This design comes from an exercise in tuning for small area and a short achievable clock period on the open sky130 flow, not from production work.
In this exercise RTL edits were held to simulation tests only and were not proved equivalent to the original.
Power figures rest on the tool's default switching activity, not on a simulated workload.

==> build 87: inputs <==
==> flow/design.v (excerpt) <==
module camera_pipeline (
    input logic clock_in,
    input logic reset_n_in,
    input logic [9:0] bayer_data_in,
    input logic line_valid_in,
    input logic frame_valid_in,
    input logic [10:0] pan_x_start_in,
    input logic [10:0] pan_x_end_in,
    input logic [10:0] pan_y_start_in,
    input logic [10:0] pan_y_end_in,
    input logic [10:0] zoom_x_start_in,
    input logic [10:0] zoom_x_end_in,
    input logic [10:0] zoom_y_start_in,
    input logic [10:0] zoom_y_end_in,
    output logic [9:0] red_data_out,
    output logic [9:0] green_data_out,
    output logic [9:0] blue_data_out,
    output logic line_valid_out,
    output logic frame_valid_out,
    output logic [7:0] red_metering_out,
    output logic [7:0] green_metering_out,
    output logic [7:0] blue_metering_out
);
logic [9:0] panned_data;
logic panned_line_valid;
logic panned_frame_valid;
crop pan_crop (
    .clock_in(clock_in),
    .reset_n_in(reset_n_in),
    .data_in(bayer_data_in),
    .line_valid_in(line_valid_in),
    .frame_valid_in(frame_valid_in),
    .x_crop_start(pan_x_start_in),
    .x_crop_end(pan_x_end_in),
    .y_crop_start(pan_y_start_in),
    .y_crop_end(pan_y_end_in),
    .data_out(panned_data),
    .line_valid_out(panned_line_valid),
    .frame_valid_out(panned_frame_valid)
);
logic [9:0] debayered_red_data;
logic [9:0] debayered_green_data;
logic [9:0] debayered_blue_data;
logic debayered_line_valid;
logic debayered_frame_valid;
debayer debayer (
    .clock_in(clock_in),
    .reset_n_in(reset_n_in),
    .bayer_data_in(panned_data),
    .line_valid_in(panned_line_valid),
    .frame_valid_in(panned_frame_valid),
    .red_data_out(debayered_red_data),
  ...
==> module debayer, before the edit <==
module debayer (
    input logic clock_in,
    input logic reset_n_in,
    input logic [9:0] bayer_data_in,
    input logic line_valid_in,
    input logic frame_valid_in,
    output logic [9:0] red_data_out,
    output logic [9:0] green_data_out,
    output logic [9:0] blue_data_out,
    output logic line_valid_out,
    output logic frame_valid_out
);
logic [7:0] x_counter;
logic [1:0] y_count;
logic y_parity;
logic [6:0] width_less_one;
logic last_line_valid_in;
logic last_frame_valid_in;
logic x_parity;
logic line_parity;
logic [8:0] mid_delay [0:127];
logic [8:0] mid0, mid1, mid2;
logic [8:0] top0, top1, top2;
logic [9:0] b0, b1, b2;
logic [8:0] seg64 [0:63];
logic [8:0] seg32 [0:31];
logic [8:0] seg16 [0:15];
logic [8:0] seg8 [0:7];
logic [8:0] seg4 [0:3];
logic [8:0] seg2 [0:1];
logic [8:0] seg1;
logic [8:0] after64, after32, after16, after8, after4, after2, after1;
assign after64 = width_less_one[6] ? seg64[63] : mid0;
assign after32 = width_less_one[5] ? seg32[31] : after64;
assign after16 = width_less_one[4] ? seg16[15] : after32;
assign after8 = width_less_one[3] ? seg8[7] : after16;
assign after4 = width_less_one[2] ? seg4[3] : after8;
assign after2 = width_less_one[1] ? seg2[1] : after4;
assign after1 = width_less_one[0] ? seg1 : after2;
always_ff @(posedge clock_in) begin
    if (line_valid_in) begin
        mid_delay[0] <= bayer_data_in[9:1];
        for (int i = 1; i < 128; i++) mid_delay[i] <= mid_delay[i-1];
        mid0 <= mid_delay[width_less_one];
        mid1 <= mid0;
        mid2 <= mid1;
        seg64[0] <= mid0;
        for (int i = 1; i < 64; i++) seg64[i] <= seg64[i-1];
        seg32[0] <= after64;
        for (int i = 1; i < 32; i++) seg32[i] <= seg32[i-1];
        seg16[0] <= after32;
        for (int i = 1; i < 16; i++) seg16[i] <= seg16[i-1];
        seg8[0] <= after16;
        for (int i = 1; i < 8; i++) seg8[i] <= seg8[i-1];
        seg4[0] <= after8;
        for (int i = 1; i < 4; i++) seg4[i] <= seg4[i-1];
        seg2[0] <= after4;
        seg2[1] <= seg2[0];
        seg1 <= after2;
        top0 <= after1;
        top1 <= top0;
        top2 <= top1;
        b0 <= bayer_data_in;
        b1 <= b0;
        b2 <= b1;
        x_parity <= x_counter[0];
        line_parity <= y_parity;
    end
end
always_ff @(posedge clock_in) begin
    if (frame_valid_in == 0) begin
        x_counter <= 0;
        y_count <= 0;
        y_parity <= 0;
    end
    else if (line_valid_in) begin
        x_counter <= x_counter + 1;
    end
    else begin
        x_counter <= 0;
        if (x_counter != 0) width_less_one <= 7'(x_counter - 8'd1);
        if (last_line_valid_in) begin
            y_parity <= ~y_parity;
            if (y_count != 2) y_count <= y_count + 1;
        end
    end
    last_frame_valid_in <= reset_n_in & frame_valid_in & y_count[1];
    last_line_valid_in <= reset_n_in & frame_valid_in & line_valid_in & (x_counter > 1);
end
logic [9:0] m0, m1, m2, t0, t1, t2;
assign m0 = {mid0, 1'b0};
assign m1 = {mid1, 1'b0};
assign m2 = {mid2, 1'b0};
assign t0 = {top0, 1'b0};
assign t1 = {top1, 1'b0};
assign t2 = {top2, 1'b0};
logic [10:0] horizontal;     
logic [10:0] vertical;       
logic [11:0] diagonal;       
logic [11:0] plus_sum;          
assign horizontal = m0 + m2;
assign vertical = t1 + b1;
assign diagonal = t0 + b0 + t2 + b2;
assign plus_sum = t1 + b1 + m0 + m2;
always_ff @(posedge clock_in) begin
    frame_valid_out <= reset_n_in & last_frame_valid_in;
    line_valid_out <= reset_n_in & last_frame_valid_in & last_line_valid_in;
    case ({x_parity, line_parity})
        2'b00: begin
            red_data_out <= m1;
            green_data_out <= plus_sum[11:2];
            blue_data_out <= diagonal[11:2];
        end
        2'b10: begin
            red_data_out <= horizontal[10:1];
            green_data_out <= m1;
            blue_data_out <= vertical[10:1];
        end
        2'b01: begin
            red_data_out <= vertical[10:1];
            green_data_out <= m1;
            blue_data_out <= horizontal[10:1];
        end
        default: begin
            red_data_out <= diagonal[11:2];
            green_data_out <= plus_sum[11:2];
            blue_data_out <= m1;
        end
    endcase
end
endmodule
export LEC_CHECK = 0
export CAP_MARGIN = 20
export CORE_MARGIN = 2
export CORE_UTILIZATION = 45
export PLACE_DENSITY = 0.6
export SLEW_MARGIN = 20
create_clock -name core_clock -period 10.0 [get_ports {clock_in}]
run.sh (not shown) runs the stock make flow with config.mk's settings and CLKGATE_MAP_FILE= SYNTH_SCRIPT=/design/flow/synth_recipe.tcl, a recipe that flattens the netlist after the stock synthesis.
==> trial 76: changes against build 87 <==
--- a/flow/design.v
+++ b/flow/design.v
@@ -117,4 +117,6 @@
 logic y_parity;
 logic [6:0] width_less_one;
+logic [7:0] tap_select_low;
+logic [15:0] tap_select_high;
 logic last_line_valid_in;
 logic last_frame_valid_in;
@@ -123,6 +125,19 @@
 logic [8:0] mid_delay [0:127];
 logic [8:0] mid0, mid1, mid2;
-logic [8:0] top0, top1, top2;
-logic [9:0] b0, b1, b2;
+logic [8:0] top0;
+logic [9:0] b0;
+logic [10:0] vertical1, vertical2;
+logic [8:0] tap_group [0:15];
+logic [8:0] tap;
+always_comb begin
+    for (int g = 0; g < 16; g++) begin
+        tap_group[g] = 0;
+        for (int l = 0; l < 8; l++)
+            tap_group[g] = tap_group[g] | (tap_select_low[l] ? mid_delay[8*g+l] : 9'd0);
+    end
+    tap = 0;
+    for (int g = 0; g < 16; g++)
+        tap = tap | (tap_select_high[g] ? tap_group[g] : 9'd0);
+end
 logic [8:0] seg64 [0:63];
 logic [8:0] seg32 [0:31];
@@ -144,5 +159,5 @@
         mid_delay[0] <= bayer_data_in[9:1];
         for (int i = 1; i < 128; i++) mid_delay[i] <= mid_delay[i-1];
-        mid0 <= mid_delay[width_less_one];
+        mid0 <= tap;
         mid1 <= mid0;
         mid2 <= mid1;
@@ -161,9 +176,7 @@
         seg1 <= after2;
         top0 <= after1;
-        top1 <= top0;
-        top2 <= top1;
         b0 <= bayer_data_in;
-        b1 <= b0;
-        b2 <= b1;
+        vertical1 <= {top0, 1'b0} + b0;
+        vertical2 <= vertical1;
         x_parity <= x_counter[0];
         line_parity <= y_parity;
@@ -181,5 +194,11 @@
     else begin
         x_counter <= 0;
-        if (x_counter != 0) width_less_one <= 7'(x_counter - 8'd1);
+        if (x_counter != 0) begin
+            width_less_one <= 7'(x_counter - 8'd1);
+            for (int i = 0; i < 8; i++)
+                tap_select_low[i] <= (3'(x_counter - 8'd1) == 3'(i));
+            for (int i = 0; i < 16; i++)
+                tap_select_high[i] <= (4'((x_counter - 8'd1) >> 3) == 4'(i));
+        end
         if (last_line_valid_in) begin
             y_parity <= ~y_parity;
@@ -190,11 +209,9 @@
     last_line_valid_in <= reset_n_in & frame_valid_in & line_valid_in & (x_counter > 1);
 end
-logic [9:0] m0, m1, m2, t0, t1, t2;
+logic [9:0] m0, m1, m2, t0;
 assign m0 = {mid0, 1'b0};
 assign m1 = {mid1, 1'b0};
 assign m2 = {mid2, 1'b0};
 assign t0 = {top0, 1'b0};
-assign t1 = {top1, 1'b0};
-assign t2 = {top2, 1'b0};
 logic [10:0] horizontal;     
 logic [10:0] vertical;       
@@ -202,7 +219,7 @@
 logic [11:0] plus_sum;          
 assign horizontal = m0 + m2;
-assign vertical = t1 + b1;
-assign diagonal = t0 + b0 + t2 + b2;
-assign plus_sum = t1 + b1 + m0 + m2;
+assign vertical = vertical1;
+assign diagonal = t0 + b0 + vertical2;
+assign plus_sum = vertical1 + m0 + m2;
 always_ff @(posedge clock_in) begin
     frame_valid_out <= reset_n_in & last_frame_valid_in;
==> flow/flow/run.sh (new file) <==
#!/bin/bash
set -euo pipefail
bash standard.sh SETUP_SLACK_MARGIN=6.7 finish > standard_flow.log 2>&1
==> flow/standard.sh (new file) <==
#!/bin/bash
# synth_recipe.tcl (not shown) runs the flow's synth.tcl, then flattens the netlist and writes it again
# the make line also repeats each setting of config.mk as NAME=value (left out here)
make -C /OpenROAD-flow-scripts/flow DESIGN_CONFIG=/design/flow/config.mk WORK_HOME=/design/flow/orfs CLKGATE_MAP_FILE= SYNTH_SCRIPT=/design/flow/synth_recipe.tcl "${@:-finish}"
CORE_UTILIZATION = 65   (was 45)
CTS_CLUSTER_DIAMETER = 100   (was default)
CTS_CLUSTER_SIZE = 24   (was default)
PLACE_DENSITY = 0.75   (was 0.6)
removed: flow/run.sh
==> trial 91: changes against build 87 <==
--- a/flow/design.v
+++ b/flow/design.v
@@ -117,4 +117,6 @@
 logic y_parity;
 logic [6:0] width_less_one;
+logic [7:0] tap_select_low;
+logic [15:0] tap_select_high;
 logic last_line_valid_in;
 logic last_frame_valid_in;
@@ -123,6 +125,19 @@
 logic [8:0] mid_delay [0:127];
 logic [8:0] mid0, mid1, mid2;
-logic [8:0] top0, top1, top2;
-logic [9:0] b0, b1, b2;
+logic [8:0] top0;
+logic [9:0] b0;
+logic [10:0] vertical1, vertical2;
+logic [8:0] tap_group [0:15];
+logic [8:0] tap;
+always_comb begin
+    for (int g = 0; g < 16; g++) begin
+        tap_group[g] = 0;
+        for (int l = 0; l < 8; l++)
+            tap_group[g] = tap_group[g] | (tap_select_low[l] ? mid_delay[8*g+l] : 9'd0);
+    end
+    tap = 0;
+    for (int g = 0; g < 16; g++)
+        tap = tap | (tap_select_high[g] ? tap_group[g] : 9'd0);
+end
 logic [8:0] seg64 [0:63];
 logic [8:0] seg32 [0:31];
@@ -144,5 +159,5 @@
         mid_delay[0] <= bayer_data_in[9:1];
         for (int i = 1; i < 128; i++) mid_delay[i] <= mid_delay[i-1];
-        mid0 <= mid_delay[width_less_one];
+        mid0 <= tap;
         mid1 <= mid0;
         mid2 <= mid1;
@@ -161,9 +176,7 @@
         seg1 <= after2;
         top0 <= after1;
-        top1 <= top0;
-        top2 <= top1;
         b0 <= bayer_data_in;
-        b1 <= b0;
-        b2 <= b1;
+        vertical1 <= {top0, 1'b0} + b0;
+        vertical2 <= vertical1;
         x_parity <= x_counter[0];
         line_parity <= y_parity;
@@ -181,5 +194,11 @@
     else begin
         x_counter <= 0;
-        if (x_counter != 0) width_less_one <= 7'(x_counter - 8'd1);
+        if (x_counter != 0) begin
+            width_less_one <= 7'(x_counter - 8'd1);
+            for (int i = 0; i < 8; i++)
+                tap_select_low[i] <= (3'(x_counter - 8'd1) == 3'(i));
+            for (int i = 0; i < 16; i++)
+                tap_select_high[i] <= (4'((x_counter - 8'd1) >> 3) == 4'(i));
+        end
         if (last_line_valid_in) begin
             y_parity <= ~y_parity;
@@ -190,11 +209,9 @@
     last_line_valid_in <= reset_n_in & frame_valid_in & line_valid_in & (x_counter > 1);
 end
-logic [9:0] m0, m1, m2, t0, t1, t2;
+logic [9:0] m0, m1, m2, t0;
 assign m0 = {mid0, 1'b0};
 assign m1 = {mid1, 1'b0};
 assign m2 = {mid2, 1'b0};
 assign t0 = {top0, 1'b0};
-assign t1 = {top1, 1'b0};
-assign t2 = {top2, 1'b0};
 logic [10:0] horizontal;     
 logic [10:0] vertical;       
@@ -202,7 +219,7 @@
 logic [11:0] plus_sum;          
 assign horizontal = m0 + m2;
-assign vertical = t1 + b1;
-assign diagonal = t0 + b0 + t2 + b2;
-assign plus_sum = t1 + b1 + m0 + m2;
+assign vertical = vertical1;
+assign diagonal = t0 + b0 + vertical2;
+assign plus_sum = vertical1 + m0 + m2;
 always_ff @(posedge clock_in) begin
     frame_valid_out <= reset_n_in & last_frame_valid_in;
==> flow/flow/run.sh (new file) <==
#!/bin/bash
set -euo pipefail
bash standard.sh SETUP_SLACK_MARGIN=${MARGIN:-6.5} finish > standard_flow.log 2>&1
==> flow/standard.sh (new file) <==
#!/bin/bash
# synth_recipe.tcl (not shown) runs the flow's synth.tcl, then flattens the netlist and writes it again
# the make line also repeats each setting of config.mk as NAME=value (left out here)
make -C /OpenROAD-flow-scripts/flow DESIGN_CONFIG=/design/flow/config.mk WORK_HOME=/design/flow/orfs CLKGATE_MAP_FILE= SYNTH_SCRIPT=/design/flow/synth_recipe.tcl "${@:-finish}"
removed: flow/run.sh
==> qor summary <==
	trial 91	build 87	trial 76
Source of the worst register-to-register timing path	debayer.tap_select_low[4]	debayer.width_less_one[5]	debayer.mid_delay[0][1]
Share of the final layout cell area in sequential cells	72.9%	70.7%	77.3%
Post-CTS setup repair buffer count	0	0	8
Clock transition at path regs	0.06 ns	0.06 ns	0.09 ns
Synthesized-area fraction occupied by xor and xnor cells	1.24%	1.25%	1.24%
FF+latch count, synth	2616	2590	2616
Global-route wire length before repair	268 mm	344 mm	251 mm
Status	no timing/DRC/antenna violations	no timing/DRC/antenna violations	no timing/DRC/antenna violations
Skew-Pair Late Insertion Delay	0.93 ns	0.92 ns	0.78 ns
Clock distribution area overhead in the final layout	8.19%	8.39%	3.40%
H-tree levels	5	5	3
Post-layout min period	3.43 ns	4.73 ns	3.33 ns
Post-DP Area	96600 µm²	98100 µm²	95500 µm²
Global-route usage over all layers	16.6%	22.5%	22.5%
Sequential cell fraction of total power	54.3%	53.0%	68.3%
Total number of yosys warnings	12	11	12
Sequential cell area	76500 µm²	75800 µm²	76600 µm²
Peak per-stage delay on the critical path	0.39 ns	0.93 ns	0.40 ns
Min-Delay Startpoint	debayer.seg32[7][3]	debayer.blue_data_out[7]	debayer.red_data_out[0]
Vias	44500	50700	43500
Arrival time at the worst endpoint	1.43 ns	5.34 ns	1.33 ns
Ratio of final minimum period to clock period	34.3%	47.3%	33.3%
Met1 wire length	81.1 mm	95.3 mm	73.7 mm
Routed wire length on met2	77.8 mm	102 mm	75.2 mm
Count of buffering cells on the critical path with inverters included	1	3	1

==> re-timing with driven ports <==
The flow's constraints put no driver on any port. The routed layouts listed below were extracted and timed again, unchanged, in two steps. Step 1, drivers: a clkbuf_16 drives clock_in and a buf_2 each remaining input, both assumed. Step 2 also shifts input and output timing later by t, the mid clock arrival at the registers, as if the neighbouring blocks saw the same clock. a / b / c = ideal / step 1 / step 2; a / b = the first two.
run	t (ns)	setup WS [ns]	worst setup path at the end	worst register clock-pin slew, ns	worst data-port slew with drivers (ns)
build 87	0.974	5.275 / 5.275 / 5.038	input to register	0.07 / 0.07	0.07
trial 76	0.837	6.666 / 6.586 / 6.109	input to register	0.11 / 0.11	0.05
trial 91	0.971	6.568 / 6.476 / 5.942	input to register	0.07 / 0.07	0.06
After both steps every run listed still meets setup and hold. The setup slack of trial 91, which loses most, moves by -0.092 ns with the drivers and by -0.626 ns with both steps.
